This is an optimization exercise on Yosys and OpenROAD, whose aim is small area and a short achievable clock period, not a production implementation. At most, simulation tests tie the RTL to the original design; equivalence was not proved. No activity file was given, so power comes from the tool's default toggle rates.

==> module alu, before the edit <==
module alu (
  input  [15:0] a,       
  input  [15:0] b,       
  input  [15:0] pc,      
  input  [3:0]  op,
  input  [3:0]  imm,
  output [15:0] out,
  output [15:0] aux,
  output        cin,
  output        zero     
);
  wire [15:0] sext = {{12{imm[3]}}, imm};
  wire [15:0] addr = a + sext;
  assign zero = (a == b);
  wire        le = (a <= b);
  wire [15:0] shr = imm[3] ? 16'd0 : a >> imm[2:0];
  wire sel_a   = (op == 4'b0000) | (op == 4'b0001);
  wire sel_and = (op == 4'b0010);
  wire sel_xor = (op == 4'b0011);
  wire sel_shr = (op == 4'b0101);
  wire sel_com = (op == 4'b0110);
  wire sel_mul = (op == 4'b0111) | (op == 4'b0100);
  wire sel_lw  = (op == 4'b1000);
  wire sel_sw  = (op == 4'b1001);
  wire sel_adr = sel_lw | sel_sw;
  wire sel_pc  = (op == 4'b1101);
  wire sub     = (op == 4'b0001);
  wire [15:0] o0 = ({16{sel_a}}   & a)
                 | ({16{sel_and}} & (a & b))
                 | ({16{sel_xor}} & (a ^ b))
                 | ({16{sel_shr}} & shr)
                 | {15'd0, sel_com & le}
                 | ({16{sel_adr}} & addr)
                 | ({16{sel_pc}}  & pc);
  wire [15:0] o1 = {16{sel_a | sel_adr}} & (b ^ {16{sub}});
  mul_csa M (.a(a), .b(b), .sel(sel_mul), .o0(o0), .o1(o1), .s(out), .c(aux));
  assign cin = sub;
endmodule
==> module pipelined_regfile_2stage, before the edit <==
module pipelined_regfile_2stage(clk, rst, imem_addr, imem_data, dmem_addr, dmem_wdata, dmem_we, dmem_re, dmem_rdata, wb_en, wb_addr, wb_data);
input clk;
input rst;
output [15:0] imem_addr;
input  [15:0] imem_data;
output [15:0] dmem_addr;
output [15:0] dmem_wdata;
output dmem_we;
output dmem_re;
input  [15:0] dmem_rdata;
output wb_en;
output [3:0] wb_addr;
output [15:0] wb_data;
reg  [15:0] pc;
wire [15:0] inst = imem_data;
wire [3:0]  op = inst[15:12];
wire        regdst = (op == 4'b1001) | (op == 4'b1010);
wire        jump = (op == 4'b1011) | (op == 4'b1101);
wire        jr = (op == 4'b1100);
wire [15:0] rdata1, rdata2;
wire [15:0] sel_rs = 16'd1 << inst[7:4];
wire [15:0] sel_rd = 16'd1 << inst[11:8];
wire [15:0] sel_rt = 16'd1 << inst[3:0];
wire        shl = (op == 4'b0100);
wire [15:0] sel2 = regdst ? sel_rd : shl ? 16'd0 : sel_rt;
wire [15:0] pow2 = (shl & ~inst[3]) ? (16'd1 << inst[2:0]) : 16'd0;
reg         wb_wen;
reg  [3:0]  wb_rd;
reg  [15:0] wb_val;
regfile RF0 (.clk(clk), .rst(rst), .wen(wb_wen), .rsel1(sel_rs), .rsel2(sel2), .inj2(pow2),
             .waddr(wb_rd), .wdata(wb_val), .rdata1(rdata1), .rdata2(rdata2));
reg         ex_v;
reg  [3:0]  ex_op, ex_imm, ex_rd;
reg  [15:0] ex_a, ex_b, ex_pc;
always @(posedge clk) begin
  ex_v   <= ~rst;
  ex_op  <= op;
  ex_imm <= inst[3:0];
  ex_rd  <= (op == 4'b1101) ? 4'd15 : inst[11:8];
  ex_a   <= rdata1;
  ex_b   <= rdata2;
  ex_pc  <= pc;
end
wire [15:0] ex_out, ex_aux;
wire        ex_cin, zero;
alu ALU0 (.a(ex_a), .b(ex_b), .pc(ex_pc), .op(ex_op), .imm(ex_imm),
          .out(ex_out), .aux(ex_aux), .cin(ex_cin), .zero(zero));
wire taken = ex_v & (ex_op == 4'b1010) & zero;
wire [15:0] btarget = ex_pc + {{12{ex_imm[3]}}, ex_imm};
wire [15:0] pc_next = jr ? rdata1 :
                      jump ? {pc[15:12], inst[11:0]} :
                      taken ? btarget : pc + 16'd1;
always @(posedge clk)
  pc <= rst ? 16'd0 : pc_next;
assign imem_addr = pc;
reg         mem_wen, mem_re, mem_we;
reg         mem_cin;
reg  [3:0]  mem_rd;
reg  [15:0] mem_res, mem_aux;
always @(posedge clk) begin
  mem_wen <= ~rst & ex_v & ((ex_op <= 4'b1000) | (ex_op == 4'b1101));
  mem_re  <= ~rst & ex_v & (ex_op == 4'b1000);
  mem_we  <= ~rst & ex_v & (ex_op == 4'b1001);
  mem_cin <= ex_cin;
  mem_rd  <= ex_rd;
  mem_res <= ex_out;
  mem_aux <= ex_aux;
end
assign dmem_addr  = mem_res;
assign dmem_wdata = mem_aux;
assign dmem_we    = mem_we;
assign dmem_re    = mem_re;
wire [15:0] sum = mem_res + mem_aux + {15'd0, mem_cin};
wire [15:0] mem_val = mem_re ? dmem_rdata : sum;
always @(posedge clk) begin
  wb_wen <= ~rst & mem_wen;
  wb_rd  <= mem_rd;
  wb_val <= mem_val;
end
assign wb_en   = wb_wen;
assign wb_addr = wb_rd;
assign wb_data = wb_val;
endmodule
clock: 7.0 ns
lec_check: 0
cap_margin: 20
core_margin: 2
core_utilization: 60
cts_cluster_diameter: 60
cts_cluster_size: 20
setup_slack_margin: 3.9
slew_margin: 20
synth_hierarchical: 1
standard.sh (not shown) runs the stock make flow with config.mk's settings and CLKGATE_MAP_FILE= SYNTH_SCRIPT=/design/flow/synth_recipe.tcl, a recipe that flattens the netlist after the stock synthesis.
==> flow/flow/run.sh <==
#!/bin/bash
# The standard layout (standard.sh, unchanged synthesis and steps), with
# plain buffers instead of delay cells on the ports. make's full output goes
# to standard.log here; each step's own log is under orfs/logs/.
set -euo pipefail
export BUFFER_PORTS_ARGS="-buffer_cell sky130_fd_sc_hd__buf_2"
bash standard.sh > standard.log 2>&1
Rerun with:
--- a/flow/design.v
+++ b/flow/design.v
@@ -14,24 +14,21 @@
   wire [15:0] sext = {{12{imm[3]}}, imm};
   wire [15:0] addr = a + sext;
   assign zero = (a == b);
-  wire        le = (a <= b);
   wire [15:0] shr = imm[3] ? 16'd0 : a >> imm[2:0];
-  wire sel_a   = (op == 4'b0000) | (op == 4'b0001);
+  wire sel_a   = (op == 4'b0000) | (op == 4'b0001) | (op == 4'b0110);
   wire sel_and = (op == 4'b0010);
   wire sel_xor = (op == 4'b0011);
   wire sel_shr = (op == 4'b0101);
-  wire sel_com = (op == 4'b0110);
   wire sel_mul = (op == 4'b0111) | (op == 4'b0100);
   wire sel_lw  = (op == 4'b1000);
   wire sel_sw  = (op == 4'b1001);
   wire sel_adr = sel_lw | sel_sw;
   wire sel_pc  = (op == 4'b1101);
-  wire sub     = (op == 4'b0001);
+  wire sub     = (op == 4'b0001) | (op == 4'b0110);
   wire [15:0] o0 = ({16{sel_a}}   & a)
                  | ({16{sel_and}} & (a & b))
                  | ({16{sel_xor}} & (a ^ b))
                  | ({16{sel_shr}} & shr)
-                 | {15'd0, sel_com & le}
                  | ({16{sel_adr}} & addr)
                  | ({16{sel_pc}}  & pc);
   wire [15:0] o1 = {16{sel_a | sel_adr}} & (b ^ {16{sub}});
@@ -546,7 +543,7 @@
   pc <= rst ? 16'd0 : pc_next;
 assign imem_addr = pc;
 reg         mem_wen, mem_re, mem_we;
-reg         mem_cin;
+reg         mem_cin, mem_com, mem_eq;
 reg  [3:0]  mem_rd;
 reg  [15:0] mem_res, mem_aux;
 always @(posedge clk) begin
@@ -554,6 +551,8 @@
   mem_re  <= ~rst & ex_v & (ex_op == 4'b1000);
   mem_we  <= ~rst & ex_v & (ex_op == 4'b1001);
   mem_cin <= ex_cin;
+  mem_com <= (ex_op == 4'b0110);
+  mem_eq  <= zero;
   mem_rd  <= ex_rd;
   mem_res <= ex_out;
   mem_aux <= ex_aux;
@@ -562,7 +561,9 @@
 assign dmem_wdata = mem_aux;
 assign dmem_we    = mem_we;
 assign dmem_re    = mem_re;
-wire [15:0] sum = mem_res + mem_aux + {15'd0, mem_cin};
+wire [16:0] sum17 = {1'b0, mem_res} + {1'b0, mem_aux} + {16'd0, mem_cin};
+wire        le = ~sum17[16] | mem_eq;
+wire [15:0] sum = mem_com ? {15'd0, le} : sum17[15:0];
 wire [15:0] mem_val = mem_re ? dmem_rdata : sum;
 always @(posedge clk) begin
   wb_wen <= ~rst & mem_wen;
- The changed run finished with timing, DRC and antenna clean
- core utilization decreases by 0.73 points
- area after synthesis decreases by about 1.1%
- power decreases by 0.43%
- sequential power increases by about 1%
- worst hold slack improved by 3.4 ps
- clock-buffer cell count decreases by 3
- global-route usage increases by 0.52 points
- cell count decreases by about 3.5%
- setup slack got worse by 78 ps
- wire length decreases by about 0.9%
- register-to-register slack got worse by 20 ps
- cell area decreases by 1.6%
The RTL of the first run of this note was laid out without a check of its function.

[static timing again, ports no longer ideal]
The flow's constraints put no driver on any port. The routed layouts listed below were extracted and timed again, unchanged, in two steps. Step 1 assumes that a clkbuf_16 drives the clock port and a buf_2 every other input. Step 2 also shifts input and output timing later by t, the mid clock arrival at the registers, as if the neighbouring blocks saw the same clock. Three values: ideal, step 1, step 2; two values: the first two.
run | t, ns | setup WS [ns] | hold slack, ns | cell pins on the clock port's net
the first run | 0.675 | 3.975 / 3.984 / 3.340 | 0.331 / 0.331 / 0.331 | 1
the second run | 0.675 | 3.897 / 3.928 / 3.253 | 0.334 / 0.334 / 0.334 | 1
After both steps setup and hold are still met in every run listed. The setup slack of the second run, which loses most, moves by +0.031 ns with the drivers and by -0.644 ns with both steps.
